What follows belongs to an exercise in optimizing a design on an open flow for small area and a short achievable clock period; a production flow would make more cautious choices. Only simulation tests tie the RTL to the original design; equivalence was not proved. No driver is modelled on the clock port, so clock power and skew are understated where the tree is cut down; a real chip needs a root buffer or a tree.

== alpha ==
==> flow/design.v <==
`timescale 1ns/10ps
module IOTDF( clk, rst, in_en, iot_in, fn_sel, busy, valid, iot_out);
input          clk;
input          rst;
input          in_en;
input  [7:0]   iot_in;
input  [2:0]   fn_sel;
output         busy;
output         valid;
output [127:0] iot_out;
reg  [127:0] x;         
reg  [127:0] y;         
reg  [2:0]   s3;        
reg          carry;     
reg          r;         
reg          ones;      
reg          copy_r;    
reg  [2:0]   fn;        
reg          valid_r;
reg  [3:0]   cnt;       
reg          have;      
reg  [2:0]   pos;       
reg          r0done;    
wire ph0  = (cnt == 4'd0);
wire ph15 = (cnt == 4'd15);
wire f_mma  = (fn == 3'b001) | (fn == 3'b010) | (fn == 3'b011);
wire f_avg  = (fn == 3'b011);
wire f_ext  = (fn == 3'b100);
wire f_exc  = (fn == 3'b101);
wire f_peak = (fn[2:1] == 2'b11);
wire f_less = (fn == 3'b010) | (fn == 3'b111);
wire [7:0] a = x[127:120];
wire [7:0] b = y[127:120];
wire r_prev = r;
wire [7:0] gk = a & ~b;
wire [7:0] pk = a | ~b;
wire g10 = gk[1] | (pk[1] & gk[0]), p10 = pk[1] & pk[0];
wire g32 = gk[3] | (pk[3] & gk[2]), p32 = pk[3] & pk[2];
wire g54 = gk[5] | (pk[5] & gk[4]), p54 = pk[5] & pk[4];
wire g76 = gk[7] | (pk[7] & gk[6]), p76 = pk[7] & pk[6];
wire g30 = g32 | (p32 & g10), p30 = p32 & p10;
wire g74 = g76 | (p76 & g54), p74 = p76 & p54;
wire g70 = g74 | (p74 & g30), p70 = p74 & p30;
wire r_next = f_less ^ (g70 | (p70 & (r_prev ^ f_less)));
wire ones_next = (a == 8'hFF) & ones;
wire better = r_next;
wire last   = (pos == 3'd7);
wire first  = (pos == 3'd0) & ~(f_peak & r0done);    
wire ge70   = a[7] | (a[6] & a[5] & a[4]);
wire ltAF   = ~a[7] | (~a[6] & (~a[5] | (~a[4] & ~(&a[3:0]))));
wire lt7F   = ~a[7] & ~(&a[6:0]);
wire geC0   = a[7] & a[6];
wire ext_ok = ge70 & (ltAF | ((a == 8'hAF) & ~ones));
wire exc_ok = lt7F | ((a == 8'h7F) & ~ones) | geC0;
wire copy_now = (f_ext & ext_ok) | (f_exc & exc_ok) | (~f_ext & ~f_exc & (first | better));
wire copy = (f_ext | f_exc) | (ph0 ? copy_now : copy_r);
wire emit = have & (((f_mma | (f_peak & ~r0done)) & last) |
                    ((f_ext | f_exc | (f_peak & r0done)) & copy_r));
wire       first_in = ~have | last;     
wire [3:0] low    = (s3 & {3{~first_in}}) + x[10:8];
wire [7:0] addend = {x[10:8] & {3{~ph15}}, x[7:3]};
wire [8:0] asum   = (y[7:0] & {8{~first}}) + addend + carry;
wire sel_a = f_avg;
wire sel_x = ~f_avg & copy;
wire sel_y = ~f_avg & ~copy;
wire [7:0] yin = (asum[7:0] & {8{sel_a}}) | (x[7:0] & {8{sel_x}}) | (y[7:0] & {8{sel_y}});
assign busy    = 1'b0;
assign valid   = valid_r;
assign iot_out = y;
always @(posedge clk) begin
	x <= {iot_in, x[127:8]};
	fn <= fn_sel;
	y <= {yin, y[127:8]};
	r <= ~ph0 & r_next;
	ones <= ph0 | ones_next;
	if (ph15) begin
		carry   <= low[3];
		s3      <= low[2:0];
	end
	else
		carry <= asum[8];
	if (ph0) begin
		copy_r <= copy_now;
	end
end
always @(posedge clk or posedge rst) begin
	if (rst) begin
		valid_r <= 1'b0;
		cnt     <= 4'd0;
		have    <= 1'b0;
		pos     <= 3'd0;
		r0done  <= 1'b0;
	end
	else begin
		valid_r <= ph15 & emit;
		if (in_en | have | ~ph0)
			cnt <= cnt + 4'd1;
		if (ph15) begin
			have <= in_en;
			if (have) begin
				pos <= pos + 3'd1;
				if (last)
					r0done <= 1'b1;
			end
		end
	end
end
endmodule
==> flow/config.mk <==
export PLATFORM = sky130hd
export DESIGN_NAME = IOTDF
export DESIGN_NICKNAME = IOTDF
export VERILOG_FILES = /design/flow/design.v
export SDC_FILE = /design/flow/constraint.sdc
export NUM_CORES = 4
export LEC_CHECK = 0
export ABC_AREA = 0
export CAP_MARGIN = 20
export CORE_MARGIN = 2
export CORE_UTILIZATION = 65
export CTS_BUF_LIST = sky130_fd_sc_hd__clkbuf_8
export CTS_CLUSTER_DIAMETER = 60
export CTS_CLUSTER_SIZE = 18
export PLACE_DENSITY = 0.75
export SLEW_MARGIN = 20
==> flow/constraint.sdc <==
create_clock -name core_clock -period 10.0 [get_ports {clk}]
set_input_delay 2.0000 -clock core_clock [delete_from_list [all_inputs] [get_ports {clk}]]
set_output_delay 2.0000 -clock core_clock [all_outputs]
set_load 0.01 [all_outputs]
standard.sh (not shown) runs the stock make flow with config.mk's settings and CLKGATE_MAP_FILE= SYNTH_SCRIPT=/design/flow/synth_recipe.tcl, a recipe that flattens the netlist after the stock synthesis.
==> flow/flow/run.sh <==
#!/bin/bash
# The standard layout, with these changes:
#  - plain sky130_fd_sc_hd__buf_1 cells as the port buffers;
#  - after CTS, the clock tree is rebuilt with four root buffers on the clock
#    port, each driving two leaf buffers (flow/rebuild.tcl);
#  - timing repair aims at a period of 10 - SETUP_SLACK_MARGIN ns, and runs
#    after global routing only, once the clock tree has its final form.
set -euo pipefail
here=$(pwd)
export BUFFER_PORTS_ARGS="-buffer_cell sky130_fd_sc_hd__buf_1"
export POST_CTS_TCL="$here/flow/post_cts.tcl"
export SKIP_CTS_REPAIR_TIMING=1
export SETUP_SLACK_MARGIN=7.1
bash standard.sh > flow_standard.log 2>&1
Other scripts of this flow, unchanged in this note and not shown: flow/flow/post_cts.tcl, flow/flow/rebuild.tcl
diff inputs: alpha => beta
- changing CORE_UTILIZATION from 65 to 55
- changing PLACE_DENSITY from 0.75 to 0.7
Results
Every stage of the flow completed for beta, and the final layout passed the timing, design-rule and antenna checks. Wire: beta routes less than alpha. beta vs. alpha: worst hold slack stayed essentially flat; cell area after layout stayed essentially flat.
Here is what was changed in the inputs of gamma compared with beta.
- PLACE_DENSITY: 0.7 -> 0.6
- CORE_UTILIZATION: 55 -> 65
--- outcome ---
gamma reached the final stage; the timing, design-rule and antenna checks on its layout passed.
From beta to gamma the numbers moved as follows: aggregate routed wire length grew by 2.4%, proportion of cell area occupied by multi-input gates held steady, actual slew at the worst max-slew pin grew by 0.060 ns, signed area change from the synthesized netlist to the final layout shrank by 0.27 points, clock period minus final worst setup slack held steady.
gamma vs beta, last element of the critical path: iot_out[126] vs iot_out[121]
On wire length on met1: between gamma and beta, it ends up higher for gamma.
Delta(via density per instance, gamma - beta) > 0
In every run of this note, the design's own scripts or RTL, not TritonCTS, make the clock network.

==> what the ideal ports hide <==
How much do the figures lean on ideal ports? The routed layouts below were timed once more, with nothing changed but the port constraints. Step 1: set_driving_cell puts a clkbuf_16 on clk and a buf_2 on each other input, an assumption about the parent block. Step 2 adds t to the input delays and takes it off the output delays; t is the mean of the earliest and latest rising clock arrival at the registers after step 1. Input paths then give back, and output paths get back, about the clock's delay inside the block. a / b / c = ideal / step 1 / step 2; a / b = the first two.
| run | t, ns | setup WS [ns] | worst register clock-pin slew, ns |
|---|---|---|---|
| alpha | 0.375 | 7.134 / 7.067 / 7.236 | 0.11 / 0.11 |
| beta | 0.374 | 7.127 / 7.061 / 7.220 | 0.12 / 0.12 |
| gamma | 0.377 | 7.125 / 7.058 / 7.231 | 0.12 / 0.12 |
After both steps every run listed still meets setup and hold.
